This design comes from an exercise in tuning for small area and a short achievable clock period on the open sky130 flow, not from production work. Function was checked by simulation only, so behaviour that the tests miss may differ from the original.

==> nickel <==
==> flow/design.v <==
`timescale 1ns / 1ps
module adder32 #(parameter W = 32) (
    input  [W-1:0] a, b,
    input          ci,
    output [W-1:0] s,
    output         co
    );
    localparam L = (W > 32) ? 6 : (W > 16) ? 5 : (W > 8) ? 4 : (W > 4) ? 3 : (W > 2) ? 2 : 1;
    wire [W-1:0] p0 = a ^ b;
    wire [W-1:0] g0 = a & b;
    wire [W-1:0] g [0:L];
    wire [W-1:0] p [0:L];
    assign g[0] = {g0[W-1:1], g0[0] | (p0[0] & ci)};
    assign p[0] = p0;
    genvar k, i;
    generate
        for (k = 0; k < L; k = k + 1) begin : lvl
            for (i = 0; i < W; i = i + 1) begin : bitk
                if (i >= (1 << k)) begin : comb
                    assign g[k+1][i] = g[k][i] | (p[k][i] & g[k][i - (1 << k)]);
                    assign p[k+1][i] = p[k][i] & p[k][i - (1 << k)];
                end else begin : pass
                    assign g[k+1][i] = g[k][i];
                    assign p[k+1][i] = p[k][i];
                end
            end
        end
    endgenerate
    assign s  = p0 ^ {g[L][W-2:0], ci};
    assign co = g[L][W-1];
endmodule
`timescale 1ns / 1ps
module cpu5(
    input reset,
    input clk,
    input [31:0] ibus,
    input [31:0] databus_in,
    output [31:0] databus_out,
    output databus_oe,
    output [31:0] iaddrbus,
    output [31:0] daddrbus
    );
    reg  [31:2] pc;              
    reg  [31:1] id_sa, id_sb;    
    reg         id_hita, id_hitb;  
    reg  [31:2] id_pc4;          
    reg         id_br, id_bne;
    reg  [15:0] id_imm;
    reg  [4:0]  id_d;            
    reg         id_useimm, id_binv, id_cin;
    reg         id_arith, id_xor, id_and, id_or, id_set;
    reg         id_load, id_store;
    reg  [31:0] ex_a;            
    reg  [31:0] ex_op;           
    reg  [31:0] ex_sd;           
    reg         ex_cin;
    reg         ex_arith, ex_xor, ex_and, ex_or, ex_set;
    reg         ex_load, ex_store;
    reg  [4:0]  ex_d;
    reg  [31:0] mem_res, mem_sd;
    reg         mem_load, mem_store;
    reg  [4:0]  mem_d;
    reg  [31:0] wb_val;
    reg  [4:0]  wb_d;
    wire [31:2] pc4;
    wire        unused_c0;
    adder32 #(.W(30)) pcinc (.a(pc), .b(30'd0), .ci(1'b1), .s(pc4), .co(unused_c0));
    wire [5:0] op = ibus[31:26];
    wire [5:0] fn = ibus[5:0];
    wire [4:0] rs = ibus[25:21];
    wire [4:0] rt = ibus[20:16];
    wire [4:0] rd = ibus[15:11];
    wire is_br    = op[5];
    wire is_mem   = ~op[5] & op[4];
    wire is_load  = is_mem & ~op[0];
    wire is_store = is_mem & op[0];
    wire is_r     = ~op[3] & ~op[1] & ~op[0];
    wire [2:0] k   = is_r ? fn[2:0] : (op[4] ? 3'b011 : op[2:0]);
    wire       set = is_r & fn[5];
    wire       sub = ~set & (k == 3'b010);
    wire hita = (mem_d == rs) & (mem_d != 5'd0);
    wire hitb = (mem_d == rt) & (mem_d != 5'd0);
    always @(posedge clk) begin
        id_sa     <= hita ? 31'b0 : 32'b1 << rs >> 1;
        id_sb     <= hitb ? 31'b0 : 32'b1 << rt >> 1;
        id_hita   <= hita;
        id_hitb   <= hitb;
        id_pc4    <= pc4;
        id_br     <= is_br;
        id_bne    <= op[0];
        id_imm    <= ibus[15:0];
        id_d      <= (is_br | is_store) ? 5'd0 : (is_r ? rd : rt);
        id_useimm <= ~is_r;
        id_set    <= set;
        id_binv   <= set | sub;
        id_cin    <= sub | (set & ~fn[0]);
        id_arith  <= ~set & ~k[2] & k[1];
        id_xor    <= ~set & (k == 3'b001);
        id_and    <= ~set & (k == 3'b111);
        id_or     <= ~set & (k == 3'b100);
        id_load   <= is_load;
        id_store  <= is_store;
    end
    reg  [31:0] R [1:31];
    genvar i;
    generate
        for (i = 1; i < 32; i = i + 1) begin : regs
            wire we = (wb_d == i);
            always @(posedge clk) R[i] <= (R[i] & {32{~we}}) | (wb_val & {32{we}});
        end
    endgenerate
    reg  [31:0] ra, rb;
    integer j;
    always @(*) begin
        ra = {32{id_hita}} & wb_val;
        rb = {32{id_hitb}} & wb_val;
        for (j = 1; j < 32; j = j + 1) begin
            ra = ra | ({32{id_sa[j]}} & R[j]);
            rb = rb | ({32{id_sb[j]}} & R[j]);
        end
    end
    wire [31:0] va = ra;
    wire [31:0] vb = rb;
    wire [31:2] id_tgt;
    wire        unused_c1;
    adder32 #(.W(30)) tgtadd (.a(id_pc4), .b({{14{id_imm[15]}}, id_imm}), .ci(1'b0),
                              .s(id_tgt), .co(unused_c1));
    wire [31:2] pc_eq = (id_br & ~id_bne) ? id_tgt : pc4;
    wire [31:2] pc_ne = (id_br &  id_bne) ? id_tgt : pc4;
    wire        eq    = (va == vb);
    always @(posedge clk) begin
        if (reset)   pc <= 30'd0;
        else if (eq) pc <= pc_eq;
        else         pc <= pc_ne;
    end
    always @(posedge clk) begin
        ex_a      <= va;
        ex_op     <= (id_useimm ? {{16{id_imm[15]}}, id_imm} : vb) ^ {32{id_binv}};
        ex_sd     <= vb;
        ex_set    <= id_set;
        ex_cin    <= id_cin;
        ex_arith  <= id_arith;
        ex_xor    <= id_xor;
        ex_and    <= id_and;
        ex_or     <= id_or;
        ex_load   <= id_load;
        ex_store  <= id_store;
        ex_d      <= id_d;
    end
    wire [31:0] sum;
    wire        cout;
    adder32 #(.W(32)) alu_add (.a(ex_a), .b(ex_op), .ci(ex_cin), .s(sum), .co(cout));
    wire [31:0] res = ({32{ex_arith}} & sum)
                    | ({32{ex_xor}}   & (ex_a ^ ex_op))
                    | ({32{ex_and}}   & (ex_a & ex_op))
                    | ({32{ex_or}}    & (ex_a | ex_op))
                    | {31'b0, ex_set & ~cout};
    always @(posedge clk) begin
        mem_res   <= res;
        mem_sd    <= ex_sd;
        mem_load  <= ex_load;
        mem_store <= ex_store;
        mem_d     <= ex_d;
    end
    assign daddrbus    = mem_res;
    assign databus_out = mem_sd;
    assign databus_oe  = mem_store;
    always @(posedge clk) begin
        wb_val <= mem_load ? databus_in : mem_res;
        wb_d   <= mem_d;
    end
    assign iaddrbus = {pc, 2'b00};
endmodule
==> flow/flow/run.sh <==
#!/bin/bash
# Layout flow: the standard ORFS flow with two changes:
#  - clock tree synthesis runs without dummy loads (no extra load cells to
#    balance the clock buffers);
#  - the port buffers are sky130_fd_sc_hd__buf_2 cells.
# Each tool's output is kept in the ORFS logs under orfs/logs; make's own
# output goes to flow_make.log here.
set -euo pipefail
bash standard.sh \
  "CTS_ARGS=-sink_clustering_enable -repair_clock_nets -dont_use_dummy_load -sink_clustering_size 26 -sink_clustering_max_diameter 80" \
  "BUFFER_PORTS_ARGS=-inputs -outputs -buffer_cell sky130_fd_sc_hd__buf_2" \
  finish > flow_make.log 2>&1
==> flow/standard.sh <==
#!/bin/bash
# synth_recipe.tcl (not shown) runs the flow's synth.tcl, then flattens the netlist and writes it again
# the make line also repeats each setting of config.mk as NAME=value (left out here)
make -C /OpenROAD-flow-scripts/flow DESIGN_CONFIG=/design/flow/config.mk WORK_HOME=/design/flow/orfs CLKGATE_MAP_FILE= SYNTH_SCRIPT=/design/flow/synth_recipe.tcl "${@:-finish}"
==> flow/config.mk <==
export PLATFORM = sky130hd
export DESIGN_NAME = cpu5
export DESIGN_NICKNAME = cpu5
export VERILOG_FILES = /design/flow/design.v
export SDC_FILE = /design/flow/constraint.sdc
export NUM_CORES = 4
export LEC_CHECK = 0
export CAP_MARGIN = 20
export CORE_MARGIN = 2
export CORE_UTILIZATION = 30
export PLACE_DENSITY = 0.4
export SETUP_SLACK_MARGIN = 1.9
export SLEW_MARGIN = 20
==> flow/constraint.sdc <==
create_clock -name core_clock -period 6.0 [get_ports {clk}]
set_input_delay 1.2000 -clock core_clock [delete_from_list [all_inputs] [get_ports {clk}]]
set_output_delay 1.2000 -clock core_clock [all_outputs]
set_load 0.01 [all_outputs]
==> inputs of quartz, as changes to nickel <==
--- a/flow/flow/run.sh
+++ b/flow/flow/run.sh
@@ -8,5 +8,5 @@
 set -euo pipefail
 bash standard.sh \
-  "CTS_ARGS=-sink_clustering_enable -repair_clock_nets -dont_use_dummy_load -sink_clustering_size 26 -sink_clustering_max_diameter 80" \
+  "CTS_ARGS=-sink_clustering_enable -repair_clock_nets -dont_use_dummy_load -sink_clustering_size 30 -sink_clustering_max_diameter 90" \
   "BUFFER_PORTS_ARGS=-inputs -outputs -buffer_cell sky130_fd_sc_hd__buf_2" \
   finish > flow_make.log 2>&1
==> inputs of harbor, as changes to nickel <==
==> flow/run.sh (new file) <==
#!/bin/bash
# synth_recipe.tcl (not shown) runs the flow's synth.tcl, then flattens the netlist and writes it again
# the make line also repeats each setting of config.mk as NAME=value (left out here)
make -C /OpenROAD-flow-scripts/flow DESIGN_CONFIG=/design/flow/config.mk WORK_HOME=/design/flow/orfs CLKGATE_MAP_FILE= SYNTH_SCRIPT=/design/flow/synth_recipe.tcl finish
- PLACE_DENSITY: 0.4 -> not set
- SETUP_SLACK_MARGIN: 1.9 -> 1.8
removed: flow/flow/run.sh
removed: flow/standard.sh
==> flow_summary.json <==
{
  "status": "complete, no violations",
  "switching_share_pct": 27.9,
  "power_uw": 25400,
  "drive_gt1_share_pct": 16.6,
  "tightest_slew_ps": 1150,
  "drt_wl_total_mm": 276,
  "cts_max_level": 4,
  "cp_num_cells": 13,
  "placed_cells": 6556,
  "post-place-ws_ps": 1100,
  "hold_slack_ps": 324
}
The numbers above come from harbor.

==> flow_summary.json <==
{
  "drive_gt1_share_pct": 19.3,
  "drt_wl_total_mm": 306,
  "post-place-ws_ps": 588,
  "tightest_slew_ps": 1250,
  "switching_share_pct": 29.8,
  "hold_depth": 0,
  "hold_violations": 0,
  "power_uw": 21800,
  "hold_slack_ps": 303,
  "cts_max_level": 3,
  "status": "complete, no violations",
  "pin_count": 163
}
The numbers above come from nickel.

==> flow_summary.json <==
{
  "status": "complete, no violations",
  "antenna_found_initial": 26,
  "peakVddDrop_mv": 0.222,
  "tightest_slew_ps": 1180,
  "crit_fanout": 15,
  "post-place-ws_ps": 588,
  "placed_cells": 6604,
  "power_uw": 21300,
  "hold_slack_ps": 316,
  "switching_share_pct": 30.0
}
The numbers above come from quartz.

static timing again, ports no longer ideal:
In the flow no input, the clock included, has a driving cell. The finished layouts below were timed again as built, in two steps. Step 1 sets driving cells, clkbuf_16 on the clock port and buf_2 on the other inputs (assumed; they add their load-dependent delay and slew). Step 2, shift: input delay + t, output delay - t, t = (earliest + latest rising clock arrival at the registers) / 2. This alone moves slack from input paths to output paths. Slacks: ideal ports / drivers / drivers and shift; pairs: ideal ports / drivers.
| run | t, ns | slack for setup (ns) | hold slack, ns | worst setup path at the end | cell pins on the clock port's net |
|---|---|---|---|---|---|
| nickel | 0.829 | 1.725 / 1.725 / 1.636 | 0.303 / 0.303 / 0.303 | input to register | 1 |
| quartz | 0.815 | 1.707 / 1.707 / 1.707 | 0.316 / 0.316 / 0.316 | register to register | 1 |
| harbor | 0.887 | 1.732 / 1.732 / 1.732 | 0.324 / 0.324 / 0.324 | register to register | 1 |
After both steps setup and hold are still met in every run listed. The setup slack of nickel, which loses most, moves by 0.000 ns with the drivers and by -0.089 ns with both steps.
